What follows belongs to an exercise in optimizing a design on an open flow for small area and a short achievable clock period; a production flow would make more cautious choices. At most, simulation tests tie the RTL to the original design; equivalence was not proved.

## cordic
module cordic (
    input  wire        clk,
    input  wire        rst,
    input  wire        valid_i,
    input  wire signed [16:0] x_i,
    input  wire signed [16:0] y_i,
    output wire        valid_o,
    output wire signed [16:0] x_o,
    output wire signed [16:0] y_o
    );
Size: about 6,000 cells after synthesis, about 580 flip-flops, roughly 72 I/O pins, roughly 38,000 µm² of cells after synthesis.
Settings: LEC_CHECK=0, ABC_AREA=1, CAP_MARGIN=20, CORE_MARGIN=2, CORE_UTILIZATION=40, CTS_CLUSTER_DIAMETER=120, CTS_CLUSTER_SIZE=25, SETUP_SLACK_MARGIN=2.1, SLEW_MARGIN=20; clock period 4.6 ns.
standard.sh (not shown) runs the stock make flow with config.mk's settings and CLKGATE_MAP_FILE= SYNTH_SCRIPT=/design/flow/synth_recipe.tcl, a recipe that flattens the netlist after the stock synthesis.
==> flow/flow/run.sh <==
#!/bin/bash
# The standard layout (standard.sh: ORFS from synthesis to the final layout), with one change:
# ADDER_MAP_FILE is empty, so ORFS's synthesis skips Yosys's full/half adder extraction and abc maps
# the adders' logic like the rest. Everything else, including the registers, is the standard flow.
set -euo pipefail
cd "$(dirname "$0")/.."
export ADDER_MAP_FILE=
bash standard.sh > standard.log 2>&1
==> next run, changes <==
==> flow/run.sh (new file) <==
#!/bin/bash
# synth_recipe.tcl (not shown) runs the flow's synth.tcl, then flattens the netlist and writes it again
# the make line also repeats each setting of config.mk as NAME=value (left out here)
make -C /OpenROAD-flow-scripts/flow DESIGN_CONFIG=/design/flow/config.mk WORK_HOME=/design/flow/orfs CLKGATE_MAP_FILE= SYNTH_SCRIPT=/design/flow/synth_recipe.tcl finish
Settings changed: CTS_CLUSTER_DIAMETER 120 to default, CTS_CLUSTER_SIZE 25 to default, SETUP_SLACK_MARGIN 2.1 to 1.5.
removed: flow/flow/run.sh
removed: flow/standard.sh
Result: Final area went up by 1.6%; setup slack loses 0.53 ns; flip-flop and latch count is unchanged; global-route usage went down by 0.68 points; register-to-register slack loses 0.64 ns; cell count went down by 27%.
==> next run, changes <==
==> flow/flow/run.sh (new file) <==
#!/bin/bash
# The standard layout (standard.sh: ORFS from synthesis to the final layout), with one change:
# ADDER_MAP_FILE is empty, so ORFS's synthesis skips Yosys's full/half adder extraction and abc maps
# the adders' logic like the rest. Everything else, including the registers, is the standard flow.
set -euo pipefail
cd "$(dirname "$0")/.."
export ADDER_MAP_FILE=
bash standard.sh > standard.log 2>&1
==> flow/standard.sh (new file) <==
#!/bin/bash
# synth_recipe.tcl (not shown) runs the flow's synth.tcl, then flattens the netlist and writes it again
# the make line also repeats each setting of config.mk as NAME=value (left out here)
make -C /OpenROAD-flow-scripts/flow DESIGN_CONFIG=/design/flow/config.mk WORK_HOME=/design/flow/orfs CLKGATE_MAP_FILE= SYNTH_SCRIPT=/design/flow/synth_recipe.tcl "${@:-finish}"
Settings changed: SETUP_SLACK_MARGIN 1.5 to 2.0.
removed: flow/run.sh
What happened: Global-route usage rose by 1.2 points; worst setup slack gains 0.50 ns; via count rose by well over a third; cell count rose by well over a third; maximum frequency rose by about a fifth; cell area rose slightly; routed wire length rose by roughly a tenth.
==> next run, changes <==
==> flow/run.sh (new file) <==
#!/bin/bash
# synth_recipe.tcl (not shown) runs the flow's synth.tcl, then flattens the netlist and writes it again
# the make line also repeats each setting of config.mk as NAME=value (left out here)
make -C /OpenROAD-flow-scripts/flow DESIGN_CONFIG=/design/flow/config.mk WORK_HOME=/design/flow/orfs CLKGATE_MAP_FILE= SYNTH_SCRIPT=/design/flow/synth_recipe.tcl finish
Settings changed: SETUP_SLACK_MARGIN 2.0 to 1.0.
removed: flow/flow/run.sh
removed: flow/standard.sh
Result: Die area is lower by 3.9%. Critical path depth is higher by 14. Design area is lower by 3.4%. Worst setup slack gets worse by 0.87 ns. Core utilization is higher by 0.15 points.

========
## oak
Another version of the RTL of cordic (not shown whole).
Size: about 3400 cells after synthesis, about 580 flip-flops, about 35000 um^2 of cells after synthesis.
Settings: LEC_CHECK=0, CAP_MARGIN=20, CORE_MARGIN=2, CORE_UTILIZATION=40, SETUP_SLACK_MARGIN=2.5, SLEW_MARGIN=20; clock period 4.6 ns.
run.sh (not shown) runs the stock make flow with config.mk's settings and CLKGATE_MAP_FILE= SYNTH_SCRIPT=/design/flow/synth_recipe.tcl, a recipe that flattens the netlist after the stock synthesis.
Stock flow here: none of the scripts above is used.
Looking at the reports, oak completed the entire flow and the layout it produced met the timing, DRC and antenna checks.
What pine does differently from oak at the input level:
# oak
export LEC_CHECK = 0
export CAP_MARGIN = 20
export CORE_MARGIN = 2
export CORE_UTILIZATION = 40
export SETUP_SLACK_MARGIN = 2.5
export SLEW_MARGIN = 20
create_clock -name core_clock -period 4.6 [get_ports {clk}]
# pine
export LEC_CHECK = 0
export CAP_MARGIN = 20
export CORE_MARGIN = 2
export CORE_UTILIZATION = 40
export SLEW_MARGIN = 20
create_clock -name core_clock -period 4.6 [get_ports {clk}]
==> comparison <==
When the final numbers for pine and oak were put side by side, the final RePlAce weighted congestion turned out to be smaller in pine. Number of clock buffer instances in the layout, pine and oak: higher on pine. pine: clock period minus final worst setup slack 0.53 ns above oak. Of pine and oak, the lower least setup slack across all paths after layout belongs to pine. In the tables for pine and oak, final net count reads higher with oak. rd0$_DFF_P_ as the critical path endpoint was reported by oak, and rd9$_DFF_P_ by pine. Diff pine and oak: worst slack at placement lower in oak. pine vs oak — met3 track demand over resource in global routing dropped 0.35 points.
The following lists how birch was set up differently from pine:
# pine
export LEC_CHECK = 0
export CAP_MARGIN = 20
export CORE_MARGIN = 2
export CORE_UTILIZATION = 40
export SLEW_MARGIN = 20
create_clock -name core_clock -period 4.6 [get_ports {clk}]
# birch
export LEC_CHECK = 0
export CAP_MARGIN = 20
export CORE_MARGIN = 2
export CORE_UTILIZATION = 40
export SETUP_SLACK_MARGIN = 2.0
export SLEW_MARGIN = 20
create_clock -name core_clock -period 4.6 [get_ports {clk}]
Findings:
- Design area for birch is higher than for pine.
- Placement-stage cell area ended up 1.4% higher on birch than on pine.
- From pine to birch the numbers moved as follows: average footprint of a synthesized cell did not really move, via count of the first global-routing pass went up.
- Every stage of the flow completed for birch, and the final layout passed the timing, DRC and antenna checks.
- Summary of the comparison: first-pass GRT wire length is higher in birch, relative to pine.
No functional check of the RTL was part of any run of this note.

========
job 7100:
RTL: one of the versions met above, not the one the previous note started from.
Size: about 580 flip-flops, ~72 I/O pins, roughly 0.036 mm2 of cells after synthesis.
==> flow/design.v (excerpt) <==
module cordic (
    input  wire        clk,
    input  wire        rst,
    input  wire        valid_i,
    input  wire signed [16:0] x_i,
    input  wire signed [16:0] y_i,
    output wire        valid_o,
    output wire signed [16:0] x_o,
    output wire signed [16:0] y_o
    );
    reg [15:0] vp;
    always @(posedge clk)
        if (rst) vp <= 16'd0;
        else     vp <= {vp[14:0], valid_i};
    assign valid_o = vp[15];
    wire [16:0] ax, ay;
    assign ax = x_i[16] ? -x_i : x_i;
    assign ay = y_i[16] ? -y_i : y_i;
    reg [16:0] rx_a, ry_a;
    reg rd_a;
    always @(posedge clk) begin rx_a <= ax; ry_a <= ay; rd_a <= |y_i[15:0]; end
    wire [16:0] x0, y0, xs0, ys0, nx0, ny0;
    wire d0;
    assign x0 = rx_a; assign y0 = ry_a;
    assign d0 = rd_a;
    assign xs0 = x0;
    assign ys0 = y0;
    wire [16:0] nx0_b = ys0 ^ {17{1'b0}};
    wire [16:0] nx0_s;
    wire [17:0] nx0_s_p, nx0_s_g;
    assign nx0_s_g[0] = 1'b0;
    assign nx0_s_p[0] = 1'b0;
    assign nx0_s_p[1] = x0[0] ^ nx0_b[0];
    assign nx0_s_g[1] = x0[0] & nx0_b[0];
    assign nx0_s_p[2] = x0[1] ^ nx0_b[1];
    assign nx0_s_g[2] = x0[1] & nx0_b[1];
    assign nx0_s_p[3] = x0[2] ^ nx0_b[2];
    assign nx0_s_g[3] = x0[2] & nx0_b[2];
    assign nx0_s_p[4] = x0[3] ^ nx0_b[3];
    assign nx0_s_g[4] = x0[3] & nx0_b[3];
    assign nx0_s_p[5] = x0[4] ^ nx0_b[4];
    assign nx0_s_g[5] = x0[4] & nx0_b[4];
    assign nx0_s_p[6] = x0[5] ^ nx0_b[5];
    assign nx0_s_g[6] = x0[5] & nx0_b[5];
    assign nx0_s_p[7] = x0[6] ^ nx0_b[6];
  ...
clock: 4.6 ns
lec_check: 0
abc_area: 1
cap_margin: 20
core_margin: 2
core_utilization: 40
setup_slack_margin: 2.0
slew_margin: 20
#### Input delta (job 3782 over job 7100)
- CORE_UTILIZATION changed from 40 to 55
==> flow/flow/run.sh (new file) <==
#!/bin/bash
# The standard layout (standard.sh: ORFS from synthesis to the final layout), with one change:
# ADDER_MAP_FILE is empty, so ORFS's synthesis skips Yosys's full/half adder extraction and abc maps
# the adders' logic like the rest. Everything else, including the registers, is the standard flow.
set -euo pipefail
cd "$(dirname "$0")/.."
export ADDER_MAP_FILE=
bash standard.sh > standard.log 2>&1
==> flow/standard.sh (new file) <==
#!/bin/bash
# synth_recipe.tcl (not shown) runs the flow's synth.tcl, then flattens the netlist and writes it again
# the make line also repeats each setting of config.mk as NAME=value (left out here)
make -C /OpenROAD-flow-scripts/flow DESIGN_CONFIG=/design/flow/config.mk WORK_HOME=/design/flow/orfs CLKGATE_MAP_FILE= SYNTH_SCRIPT=/design/flow/synth_recipe.tcl "${@:-finish}"
removed: flow/run.sh
Job 7100 went all the way through synthesis, placement and routing and the layout is clean on timing, DRC and antenna.
Job 3782 reached the end of the flow, and the finished layout is clean on the timing, DRC and antenna checks.
The final reports for job 3782 and job 7100 show part of the cycle the worst path needs lower in the former.
The critical path start-end classification comes out register to register in one run and primary input to register in the other, namely in job 7100 and job 3782 respectively.
In the final reports, the cell area of job 3782 is smaller than that of job 7100.
Summary of job 3782 over job 7100: worst slew margin relative to its limit went up, achievable clock frequency now sits higher, width of the die went down, final critical delay including setup and external delays lost 330 ps.
Lower routed wire length was reported by job 7100, not job 3782.
The fraction of area in non-clock buffers of job 3782 falls short of that of job 7100 by 3.8 points.
Edits applied to the flow inputs when going from job 3782 to job 9288:
- CORE_UTILIZATION changed from 55 to 40
- SETUP_SLACK_MARGIN changed from 2.0 to 1.5
==> comparison <==
- Between job 9288 and job 3782, the difference in worst hold slack is negligible.
- Re number of rows created at floorplan: job 9288 and job 3782 aren't equal, and the higher value belongs to job 9288.
- Compared with job 3782, job 9288 instantiates a larger number of cells.
--- input diff job 9288..job 3379 ---
- a deleted ABC_AREA that had been 1
- a change of SETUP_SLACK_MARGIN from 1.5 to 1.8
==> flow/run.sh (new file) <==
#!/bin/bash
# synth_recipe.tcl (not shown) runs the flow's synth.tcl, then flattens the netlist and writes it again
# the make line also repeats each setting of config.mk as NAME=value (left out here)
make -C /OpenROAD-flow-scripts/flow DESIGN_CONFIG=/design/flow/config.mk WORK_HOME=/design/flow/orfs CLKGATE_MAP_FILE= SYNTH_SCRIPT=/design/flow/synth_recipe.tcl finish
removed: flow/flow/run.sh
removed: flow/standard.sh
[summary]
- Job 3379 vs job 9288, start point of the critical path: rdx0 vs rdx3
- Re all-layer global routing usage: job 9288 and job 3379 aren't equal, and the lower value belongs to job 3379.
- STATUS worst setup slack: job 3379 loses against job 9288
The inputs of job 9755 differ from those of job 3379 as listed below.
- ABC_AREA now 1, previously not set
- CTS_CLUSTER_DIAMETER now 120, previously not set
- CTS_CLUSTER_SIZE now 20, previously not set
- SETUP_SLACK_MARGIN now 2.4, was 1.8
==> flow/flow/run.sh (new file) <==
#!/bin/bash
# The standard layout (standard.sh: ORFS from synthesis to the final layout), with one change:
# ADDER_MAP_FILE is empty, so ORFS's synthesis skips Yosys's full/half adder extraction and abc maps
# the adders' logic like the rest. Everything else, including the registers, is the standard flow.
set -euo pipefail
cd "$(dirname "$0")/.."
export ADDER_MAP_FILE=
bash standard.sh > standard.log 2>&1
==> flow/standard.sh (new file) <==
#!/bin/bash
# synth_recipe.tcl (not shown) runs the flow's synth.tcl, then flattens the netlist and writes it again
# the make line also repeats each setting of config.mk as NAME=value (left out here)
make -C /OpenROAD-flow-scripts/flow DESIGN_CONFIG=/design/flow/config.mk WORK_HOME=/design/flow/orfs CLKGATE_MAP_FILE= SYNTH_SCRIPT=/design/flow/synth_recipe.tcl "${@:-finish}"
removed: flow/run.sh
### Flow results
- In summary, job 9755 completed successfully, with a layout that passed the timing, DRC and antenna checks.
- Instance count of the mapped netlist, job 9755 and job 3379: higher on job 9755
- Job 9755 ended up with sky130_fd_sc_hd__dfxtp_4 as its cell with the largest stage delay on the worst path; job 3379 ended up with sky130_fd_sc_hd__or4_4.
- Sort job 9755 and job 3379 by length in cells of the worst reg-to-reg path, ascending, and job 3379 comes first.
- Compared with job 3379, job 9755 shows a higher slack of the critical path.
### job 9755 -> job 3040
- ABC_AREA: 1 -> unset
- CTS_CLUSTER_DIAMETER: 120 -> unset
- CTS_CLUSTER_SIZE: 20 -> unset
- SETUP_SLACK_MARGIN: 2.4 -> 1.5
==> flow/run.sh (new file) <==
#!/bin/bash
# synth_recipe.tcl (not shown) runs the flow's synth.tcl, then flattens the netlist and writes it again
# the make line also repeats each setting of config.mk as NAME=value (left out here)
make -C /OpenROAD-flow-scripts/flow DESIGN_CONFIG=/design/flow/config.mk WORK_HOME=/design/flow/orfs CLKGATE_MAP_FILE= SYNTH_SCRIPT=/design/flow/synth_recipe.tcl finish
removed: flow/flow/run.sh
removed: flow/standard.sh
Notes after the runs:
Job 9755: full flow OK, the timing, DRC and antenna checks passed. Per the final summary, job 3040 finished and its layout is clean on timing, DRC and antenna. Post-route non-filler standard cell count | job 3040 below job 9755. Comparing job 3040 and job 9755, share of the clock period used by the worst path after layout is lower on job 9755. Compared to job 9755, job 3040 has die area about 9% lower. From job 9755 to job 3040 the numbers moved as follows: worst setup margin dropped 840 ps; global-route usage dropped 1.1 points; endpoint arrival time on the critical path climbed 830 ps; number of clock-tree buffers in the layout climbed 51; area taken by multi-input logic gates dropped 14%. On job 3040: utilization is 2.2 points lower than what job 9755 gave.

==> separate check: timing with driven ports <==
How much do the figures lean on ideal ports? The routed layouts below were timed once more, with nothing changed but the port constraints. Step 1 assumes that a clkbuf_16 drives the clock port and a buf_2 every other input. Step 2 moves the port delays by t, midway between the first and last clock arrival at a register: inputs arrive t later, outputs are due t later. That takes back most of the time a late clock gives input paths. Slacks: no drivers / after step 1 / after step 2; pairs: no drivers / after step 1.
run | t (ns) | slack for setup (ns) | worst setup path at the end | clock arrival spread, ns | pins driven straight from the clock port
the first run of note 1 | 0.683 | 2.161 / 2.096 / 1.684 | input to register | 0.027 / 0.027 | 1
the second run of note 1 | 0.656 | 1.629 / 1.629 / 1.629 | register to register | 0.022 / 0.022 | 1
the third run of note 1 | 0.709 | 2.132 / 2.065 / 1.544 | input to register | 0.030 / 0.030 | 1
the fourth run of note 1 | 0.674 | 1.261 / 1.261 / 1.261 | register to register | 0.037 / 0.037 | 1
oak | 0.669 | 1.301 / 1.301 / 1.301 | register to register | 0.034 / 0.034 | 1
pine | 0.657 | 0.770 / 0.770 / 0.770 | register to register | 0.049 / 0.050 | 1
birch | 0.673 | 1.143 / 1.143 / 1.143 | register to register | 0.042 / 0.041 | 1
job 7100 | 0.677 | 1.717 / 1.717 / 1.717 | register to register | 0.036 / 0.036 | 1
job 3782 | 0.692 | 2.051 / 2.089 / 1.397 | input to register | 0.020 / 0.020 | 1
job 9288 | 0.710 | 1.938 / 1.938 / 1.278 | input to register | 0.029 / 0.029 | 1
job 3379 | 0.663 | 1.370 / 1.370 / 1.351 | input to register | 0.053 / 0.053 | 1
job 9755 | 0.639 | 2.310 / 2.310 / 1.882 | input to register | 0.023 / 0.022 | 1
job 3040 | 0.663 | 1.474 / 1.474 / 1.366 | input to register | 0.035 / 0.035 | 1
After both steps every run listed still meets setup and hold. For job 9288, which loses most, drivers alone change the setup slack by 0.000 ns; drivers and shift together by -0.660 ns.
